This is an optimization exercise on Yosys and OpenROAD, whose aim is small area, not a production implementation. The RTL was checked by simulation tests, not by an equivalence proof against the original design. The clock input has no modelled driver; a real chip could not lean on it and would need a root buffer or a full tree. Power and IR drop assume default switching activity.

==> inputs of job 8175 <==
==> flow/design.v <==
module ALU( input [15:0] A,B,
				input [3:0] aluC,
				input carryIn,
				output [15:0] nZ,
				output carryOut,
				output carryLoad );
	wire x, no2, a32, ma, y0, y1;
	u_xor2  d0( .A(aluC[1]), .B(aluC[0]), .Y(x) );
	u_inv   d1( .A(aluC[2]), .Y(no2) );
	u_and2  d2( .A(aluC[3]), .B(aluC[2]), .X(a32) );
	u_mux2i d3( .A0(no2), .A1(a32), .S(x), .Y(y1) );
	u_a22o  d4( .A1(x), .A2(aluC[3]), .B1(aluC[1]), .B2(no2), .X(y0) );
	u_o21ai d5( .A1(aluC[3]), .A2(aluC[0]), .B1(no2), .Y(ma) );
	wire ks  = (aluC[3:1] == 3'b010);
	wire nks = ~ks;
	wire kq  = (aluC[3:2] == 2'b00) | (aluC[3:1] == 3'b010) | (aluC == 4'b0110) | (aluC == 4'b1010) | (aluC == 4'b1111);
	wire ke  = (aluC[3:1] == 3'b011);
	wire kgt = (aluC == 4'b1101);
	wire keq = (aluC == 4'b1110);
	wire k1  = (aluC == 4'b1001);
	wire [8:0] cc;
	wire [15:0] p, e, nam;
	wire nZa0;
	assign cc[0] = (aluC == 4'b0101) & carryIn;
	genvar k;
	generate for (k = 0; k < 8; k = k + 1) begin : pairs
		if (k % 2 == 0) begin : t
			wire nch, G, P;
			if (k == 0) begin : b0
				aluBitT lo( .a(A[0]), .b(B[0]), .ma(ma), .y0(y0), .y1(y1), .kq(kq), .ke(ke), .ks(ks),
				            .c(cc[0]), .nam(nam[0]), .p(p[0]), .e(e[0]), .nz(nZa0) );
			end else begin : bk
				aluBitT lo( .a(A[2*k]), .b(B[2*k]), .ma(ma), .y0(y0), .y1(y1), .kq(kq), .ke(ke), .ks(ks),
				            .c(cc[k]), .nam(nam[2*k]), .p(p[2*k]), .e(e[2*k]), .nz(nZ[2*k]) );
			end
			u_a21oi c1( .A1(p[2*k]), .A2(cc[k]), .B1(e[2*k]), .Y(nch) );
			aluBitN hi( .a(A[2*k+1]), .b(B[2*k+1]), .ma(ma), .y0(y0), .y1(y1), .kq(kq), .ke(ke), .nks(nks),
			            .nc(nch), .nam(nam[2*k+1]), .p(p[2*k+1]), .e(e[2*k+1]), .nz(nZ[2*k+1]) );
			u_a21o  g( .A1(p[2*k+1]), .A2(e[2*k]), .B1(e[2*k+1]), .X(G) );
			u_and2  q( .A(p[2*k+1]), .B(p[2*k]), .X(P) );
			u_a21oi c2( .A1(P), .A2(cc[k]), .B1(G), .Y(cc[k+1]) );
		end else begin : n
			wire ch, nG, nP;
			aluBitN lo( .a(A[2*k]), .b(B[2*k]), .ma(ma), .y0(y0), .y1(y1), .kq(kq), .ke(ke), .nks(nks),
			            .nc(cc[k]), .nam(nam[2*k]), .p(p[2*k]), .e(e[2*k]), .nz(nZ[2*k]) );
			u_mux2i c1( .A0(nam[2*k]), .A1(cc[k]), .S(p[2*k]), .Y(ch) );
			aluBitT hi( .a(A[2*k+1]), .b(B[2*k+1]), .ma(ma), .y0(y0), .y1(y1), .kq(kq), .ke(ke), .ks(ks),
			            .c(ch), .nam(nam[2*k+1]), .p(p[2*k+1]), .e(e[2*k+1]), .nz(nZ[2*k+1]) );
			u_a21oi g( .A1(p[2*k+1]), .A2(e[2*k]), .B1(e[2*k+1]), .Y(nG) );
			u_nand2 q( .A(p[2*k+1]), .B(p[2*k]), .Y(nP) );
			u_o21ai c2( .A1(nP), .A2(cc[k]), .B1(nG), .Y(cc[k+1]) );
		end
	end endgenerate
	wire allP = &p;
	wire ncmp = ~((cc[8] & kgt) | (allP & keq) | k1);
	assign nZ[0] = nZa0 & ncmp;
	assign carryLoad = (aluC[3:1] == 3'b010) | (aluC == 4'b1011) | (aluC == 4'b1100);
	assign carryOut = aluC[3] ? aluC[2] : (cc[8] & ~allP);
endmodule
module aluBitT( input a, b, ma, y0, y1, kq, ke, ks, c,
                output nam, p, e, nz );
	wire nbm, nq, ncg;
	u_nand2  g0( .A(a), .B(ma), .Y(nam) );
	u_mux2i  g1( .A0(y0), .A1(y1), .S(b), .Y(nbm) );
	u_xor2   g2( .A(nam), .B(nbm), .Y(p) );
	u_nor2   g3( .A(nam), .B(nbm), .Y(e) );
	u_a22oi  g4( .A1(p), .A2(kq), .B1(e), .B2(ke), .Y(nq) );
	u_nand2  g5( .A(c), .B(ks), .Y(ncg) );
	u_xnor2  g6( .A(nq), .B(ncg), .Y(nz) );
endmodule
module aluBitN( input a, b, ma, y0, y1, kq, ke, nks, nc,
                output nam, p, e, nz );
	wire nbm, nq, cg;
	u_nand2  g0( .A(a), .B(ma), .Y(nam) );
	u_mux2i  g1( .A0(y0), .A1(y1), .S(b), .Y(nbm) );
	u_xor2   g2( .A(nam), .B(nbm), .Y(p) );
	u_nor2   g3( .A(nam), .B(nbm), .Y(e) );
	u_a22oi  g4( .A1(p), .A2(kq), .B1(e), .B2(ke), .Y(nq) );
	u_nor2   g5( .A(nc), .B(nks), .Y(cg) );
	u_xor2   g6( .A(nq), .B(cg), .Y(nz) );
endmodule
module u_a22oi(input A1, A2, B1, B2, output Y); assign Y = ~((A1 & A2) | (B1 & B2)); endmodule
module u_a21o(input A1, A2, B1, output X); assign X = (A1 & A2) | B1; endmodule
module u_and2(input A, B, output X); assign X = A & B; endmodule
module u_a22o(input A1, A2, B1, B2, output X); assign X = (A1 & A2) | (B1 & B2); endmodule
module u_a21oi(input A1, A2, B1, output Y); assign Y = ~((A1 & A2) | B1); endmodule
module u_inv(input A, output Y); assign Y = ~A; endmodule
module u_o21ai(input A1, A2, B1, output Y); assign Y = ~((A1 | A2) & B1); endmodule
module u_nand2(input A, B, output Y); assign Y = ~(A & B); endmodule
module u_nor2(input A, B, output Y); assign Y = ~(A | B); endmodule
module u_nor2b(input A, B_N, output Y); assign Y = ~(A | ~B_N); endmodule
module u_xor2(input A, B, output Y); assign Y = A ^ B; endmodule
module u_xnor2(input A, B, output Y); assign Y = ~(A ^ B); endmodule
module u_mux2i(input A0, A1, S, output Y); assign Y = ~(S ? A1 : A0); endmodule
module u_a222oi(input A1, A2, B1, B2, C1, C2, output Y);
	assign Y = ~((A1 & A2) | (B1 & B2) | (C1 & C2));
endmodule
module shifter( input [15:0] nZ,
					 input [1:0] SH,
					 output [15:0] C );
	wire s0 = (SH == 2'b00);
	wire sL = (SH == 2'b10);
	genvar i;
	generate for (i = 1; i < 15; i = i + 1) begin : mid
		u_a222oi g( .A1(nZ[i]), .A2(s0), .B1(nZ[i+1]), .B2(SH[0]), .C1(nZ[i-1]), .C2(sL), .Y(C[i]) );
	end endgenerate
	u_a221oi g15( .A1(nZ[15]), .A2(s0), .B1(nZ[14]), .B2(sL), .C1(SH[0]), .Y(C[15]) );
	u_a221oi g0( .A1(nZ[0]), .A2(s0), .B1(nZ[1]), .B2(SH[0]), .C1(sL), .Y(C[0]) );
endmodule
module u_a221oi(input A1, A2, B1, B2, C1, output Y);
	assign Y = ~((A1 & A2) | (B1 & B2) | C1);
endmodule
module ALUUnit( input CK4,
                input [15:0] A,
                input [15:0] B,
                input [3:0] aluC,
                input [1:0] SH,
                output [15:0] C,
                output CY );
	wire [15:0] nZ;
	wire [15:0] shRes;
	wire carryOut;
	wire carryLoad;
	reg carryFlag;
	reg [15:0] OperandRegister1;
	reg [15:0] OperandRegister2;
	reg inst5;
	ALU inst1( .A(A), .B(B), .aluC(aluC), .carryIn(carryFlag),
	           .nZ(nZ), .carryOut(carryOut), .carryLoad(carryLoad) );
	shifter inst2( .nZ(nZ), .SH(SH), .C(shRes) );
	always @ (posedge CK4)
		if (carryLoad)
			carryFlag <= carryOut;
	always @ (posedge CK4)
		OperandRegister1 <= shRes;
	always @ (negedge CK4)
		OperandRegister2 <= OperandRegister1;
	always @ (negedge CK4)
		inst5 <= carryFlag;
	assign C = OperandRegister2;
	assign CY = inst5;
endmodule
==> flow/flow/run.sh <==
#!/bin/bash
# Own flow: the standard layout (standard.sh) with a few ORFS hooks.
#  - every port keeps its buffer, made with the smallest buffer cell
#  - before floorplan, combinational cells go to their smallest drive
#    strength; the flow's timing repair upsizes only where timing needs it
#  - the clock network is built by hand (pre_cts.tcl): CK4 drives one clock
#    buffer for the rising-edge registers and the synthesis inverter for the
#    falling-edge ones
#  - power recovery after global routing downsizes cells with slack left
set -euo pipefail
here=$(pwd)
export BUFFER_PORTS_ARGS="-buffer_cell sky130_fd_sc_hd__buf_1"
export PRE_FLOORPLAN_TCL="$here/flow/downsize.tcl"
export PRE_CTS_TCL="$here/flow/pre_cts.tcl"
export FLOW_CLK_BUF=sky130_fd_sc_hd__clkbuf_8
export FLOW_CLK_INV=sky130_fd_sc_hd__clkinv_4
export RECOVER_POWER=100
bash standard.sh > "$here/standard_flow.log" 2>&1
==> flow/flow/downsize.tcl <==
# Swap each combinational cell for the smallest cell of its family
# (same function and pins, e.g. a222oi_2 -> a222oi_1).
set db [ord::get_db]
set fam {}
foreach lib [$db getLibs] {
  foreach m [$lib getMasters] {
    set n [$m getName]
    if { [regexp {^(sky130_fd_sc_hd__[a-z0-9]+)_([0-9]+)$} $n -> base drive] } {
      set area [expr { [$m getWidth] * [$m getHeight] }]
      if { ![dict exists $fam $base] || $area < [lindex [dict get $fam $base] 1] || \
           ($area == [lindex [dict get $fam $base] 1] && $drive > [lindex [dict get $fam $base] 2]) } {
        dict set fam $base [list $m $area $drive]
      }
    }
  }
}
set swapped 0
foreach inst [[ord::get_db_block] getInsts] {
  set m [$inst getMaster]
  set n [$m getName]
  if { ![regexp {^(sky130_fd_sc_hd__[a-z0-9]+)_([0-9]+)$} $n -> base drive] } { continue }
  if { [regexp {^sky130_fd_sc_hd__(s?e?df|dl|sdl|clk|conb|tap|fill|decap|diode)} $n] } { continue }
  set best [lindex [dict get $fam $base] 0]
  if { [$best getName] ne $n } {
    $inst swapMaster $best
    incr swapped
  }
}
puts "downsize.tcl: swapped $swapped cells to their smallest drive strength"
==> flow/flow/pre_cts.tcl <==
# Clock network built by hand instead of by CTS.  The design has 18
# rising-edge registers on CK4 and 17 falling-edge registers behind the
# clock inverter that synthesis made.  CK4 drives two cells only: one clock
# buffer for the rising-edge registers and that inverter, sized up, for the
# falling-edge ones.  Each register sees a single clock cell, so the
# registers of each edge get their clock at nearly the same time.
proc repair_clock_inverters { args } {
  puts "pre_cts.tcl: falling-edge registers keep their shared clock inverter"
}

proc my_place_near { inst iterms } {
  set n 0; set sx 0; set sy 0
  foreach it $iterms {
    set loc [[$it getInst] getLocation]
    set sx [expr { $sx + [lindex $loc 0] }]
    set sy [expr { $sy + [lindex $loc 1] }]
    incr n
  }
  $inst setLocation [expr { $sx / $n }] [expr { $sy / $n }]
  $inst setPlacementStatus PLACED
}

rename clock_tree_synthesis my_unused_clock_tree_synthesis
proc clock_tree_synthesis { args } {
  set db [ord::get_db]
  set block [ord::get_db_block]
  set ck [$block findNet CK4]
  set regs {}
  set invs {}
  foreach it [$ck getITerms] {
    set m [[$it getInst] getMaster]
    if { [$m isSequential] } {
      lappend regs $it
    } elseif { [string match "sky130_fd_sc_hd__*inv_*" [$m getName]] } {
      lappend invs $it
    } else {
      error "pre_cts.tcl: unexpected clock load [[$it getInst] getName] ([$m getName])"
    }
  }
  if { [llength $invs] != 1 } { error "pre_cts.tcl: expected one clock inverter, found [llength $invs]" }
  $ck setSigType CLOCK

  # rising edge: CK4 -> clkbuf -> registers
  set buf [odb::dbInst_create $block [$db findMaster $::env(FLOW_CLK_BUF)] clkbuf_0_CK4]
  set net [odb::dbNet_create $block clknet_0_CK4]
  $net setSigType CLOCK
  [$buf findITerm A] connect $ck
  [$buf findITerm X] connect $net
  foreach it $regs {
    $it disconnect
    $it connect $net
  }
  my_place_near $buf $regs

  # falling edge: the synthesis inverter, sized for its registers
  set inv [[lindex $invs 0] getInst]
  $inv swapMaster [$db findMaster $::env(FLOW_CLK_INV)]
  set onet [[$inv findITerm Y] getNet]
  $onet setSigType CLOCK
  set oregs {}
  foreach it [$onet getITerms] {
    if { [[$it getInst] getName] ne [$inv getName] } { lappend oregs $it }
  }
  my_place_near $inv $oregs
  puts "pre_cts.tcl: [llength $regs] rising-edge registers on [$buf getName],\
    [llength $oregs] falling-edge registers on [$inv getName]"
  set_propagated_clock [all_clocks]
}
==> flow/standard.sh <==
#!/bin/bash
# synth_recipe.tcl (not shown) runs the flow's synth.tcl, then flattens the netlist and writes it again
# the make line also repeats each setting of config.mk as NAME=value (left out here)
make -C /OpenROAD-flow-scripts/flow DESIGN_CONFIG=/design/flow/config.mk WORK_HOME=/design/flow/orfs CLKGATE_MAP_FILE= SYNTH_SCRIPT=/design/flow/synth_recipe.tcl "${@:-finish}"
==> flow/config.mk <==
export PLATFORM = sky130hd
export DESIGN_NAME = ALUUnit
export DESIGN_NICKNAME = ALUUnit
export VERILOG_FILES = /design/flow/design.v
export SDC_FILE = /design/flow/constraint.sdc
export NUM_CORES = 4
export LEC_CHECK = 0
export CAP_MARGIN = 20
export CORE_MARGIN = 2
export CORE_UTILIZATION = 40
export GPL_TIMING_DRIVEN = 0
export SLEW_MARGIN = 20
export SYNTH_HIERARCHICAL = 1
export SYNTH_MINIMUM_KEEP_SIZE = 0
==> flow/constraint.sdc <==
create_clock -name core_clock -period 5.5 [get_ports {CK4}]
set_input_delay 1.1000 -clock core_clock [delete_from_list [all_inputs] [get_ports {CK4}]]
set_output_delay 1.1000 -clock core_clock [all_outputs]
set_load 0.01 [all_outputs]
==> job 9082 (differences from job 8175) <==
==> flow/design.v, changed modules only <==
module ALU( input [15:0] A,B,
				input [3:0] aluC,
				input carryIn,
				output [15:0] nZ,
				output carryOut,
				output carryLoad );
	wire x, no2, a32, ma, y0, y1;
	u_xor2  d0( .A(aluC[1]), .B(aluC[0]), .Y(x) );
	u_inv   d1( .A(aluC[2]), .Y(no2) );
	u_and2  d2( .A(aluC[3]), .B(aluC[2]), .X(a32) );
	u_mux2i d3( .A0(no2), .A1(a32), .S(x), .Y(y1) );
	u_a22o  d4( .A1(x), .A2(aluC[3]), .B1(aluC[1]), .B2(no2), .X(y0) );
	u_o21ai d5( .A1(aluC[3]), .A2(aluC[0]), .B1(no2), .Y(ma) );
	wire ks  = (aluC[3:1] == 3'b010);
	wire nks = ~ks;
	wire kq  = (aluC[3:2] == 2'b00) | (aluC[3:1] == 3'b010) | (aluC == 4'b0110) | (aluC == 4'b1010) | (aluC == 4'b1111);
	wire ke  = (aluC[3:1] == 3'b011);
	wire kgt = (aluC == 4'b1101);
	wire keq = (aluC == 4'b1110);
	wire k1  = (aluC == 4'b1001);
	wire [8:0] cc;
	wire [7:0] pp;       
	wire [15:0] p, e, nam;
	wire nZa0;
	assign cc[0] = (aluC == 4'b0101) & carryIn;
	genvar k;
	generate for (k = 0; k < 8; k = k + 1) begin : pairs
		if (k % 2 == 0) begin : t
			wire nch, G, P;
			if (k == 0) begin : b0
				aluBitT lo( .a(A[0]), .b(B[0]), .ma(ma), .y0(y0), .y1(y1), .kq(kq), .ke(ke), .ks(ks),
				            .c(cc[0]), .nam(nam[0]), .p(p[0]), .e(e[0]), .nz(nZa0) );
			end else begin : bk
				aluBitT lo( .a(A[2*k]), .b(B[2*k]), .ma(ma), .y0(y0), .y1(y1), .kq(kq), .ke(ke), .ks(ks),
				            .c(cc[k]), .nam(nam[2*k]), .p(p[2*k]), .e(e[2*k]), .nz(nZ[2*k]) );
			end
			u_a21oi c1( .A1(p[2*k]), .A2(cc[k]), .B1(e[2*k]), .Y(nch) );
			aluBitN hi( .a(A[2*k+1]), .b(B[2*k+1]), .ma(ma), .y0(y0), .y1(y1), .kq(kq), .ke(ke), .nks(nks),
			            .nc(nch), .nam(nam[2*k+1]), .p(p[2*k+1]), .e(e[2*k+1]), .nz(nZ[2*k+1]) );
			u_a21o  g( .A1(p[2*k+1]), .A2(e[2*k]), .B1(e[2*k+1]), .X(G) );
			u_and2  q( .A(p[2*k+1]), .B(p[2*k]), .X(P) );
			assign pp[k] = P;
			u_a21oi c2( .A1(P), .A2(cc[k]), .B1(G), .Y(cc[k+1]) );
		end else begin : n
			wire ch, nG, nP;
			aluBitN lo( .a(A[2*k]), .b(B[2*k]), .ma(ma), .y0(y0), .y1(y1), .kq(kq), .ke(ke), .nks(nks),
			            .nc(cc[k]), .nam(nam[2*k]), .p(p[2*k]), .e(e[2*k]), .nz(nZ[2*k]) );
			u_mux2i c1( .A0(nam[2*k]), .A1(cc[k]), .S(p[2*k]), .Y(ch) );
			aluBitT hi( .a(A[2*k+1]), .b(B[2*k+1]), .ma(ma), .y0(y0), .y1(y1), .kq(kq), .ke(ke), .ks(ks),
			            .c(ch), .nam(nam[2*k+1]), .p(p[2*k+1]), .e(e[2*k+1]), .nz(nZ[2*k+1]) );
			u_a21oi g( .A1(p[2*k+1]), .A2(e[2*k]), .B1(e[2*k+1]), .Y(nG) );
			u_nand2 q( .A(p[2*k+1]), .B(p[2*k]), .Y(nP) );
			assign pp[k] = nP;
			u_o21ai c2( .A1(nP), .A2(cc[k]), .B1(nG), .Y(cc[k+1]) );
		end
	end endgenerate
	wire allP = (&{pp[6], pp[4], pp[2], pp[0]}) & ~(|{pp[7], pp[5], pp[3], pp[1]});
	wire ncmp = ~((cc[8] & kgt) | (allP & keq) | k1);
	assign nZ[0] = nZa0 & ncmp;
	assign carryLoad = (aluC[3:1] == 3'b010) | (aluC == 4'b1011) | (aluC == 4'b1100);
	assign carryOut = aluC[3] ? aluC[2] : (cc[8] & ~allP);
endmodule
==> summary.txt <==
|  | job 8175 | job 9082 |
|---|---|---|
| Internal cell power | 407 uW | 407 uW |
| Total power draw | 620 uW | 613 uW |
| Run status | timing/DRC/antenna clean | timing/DRC/antenna clean |
| Critical path fanouts, max | 7 | 16 |
| Logic pwr share | 39.2% | 39.0% |
| Post-route clock skew | 0.0789 ns | 0.0801 ns |
| P per Cell Area | 266 nW/um^2 | 264 nW/um^2 |
| Gpl congestion | 0.903 | 0.841 |
| Cell at the slowest stage of the critical path | sky130_fd_sc_hd__xor2_1 | sky130_fd_sc_hd__o21ai_1 |
| Minimum period implied by the final worst setup slack | 4.94 ns | 4.93 ns |
| Syn Nets | 268 | 266 |
| Global routing usage summed across all routing layers | 15.5% | 14.7% |
| Cells after DPL | 352 | 350 |
| VDD IR max | 0.122 mV | 0.116 mV |
| Grt met1 use | 22.4% | 21.8% |
| Die Area | 5540 um^2 | 5500 um^2 |
| Instance area after placement | 2280 um^2 | 2270 um^2 |
| Clock transition time at the flip-flop clock pins of the worst setup and hold paths | 0.10 ns | 0.09 ns |
| Biggest cell delay along the critical path | 0.44 ns | 0.84 ns |
No run of this note takes its clock network from TritonCTS; it comes from the design's own scripts or RTL.
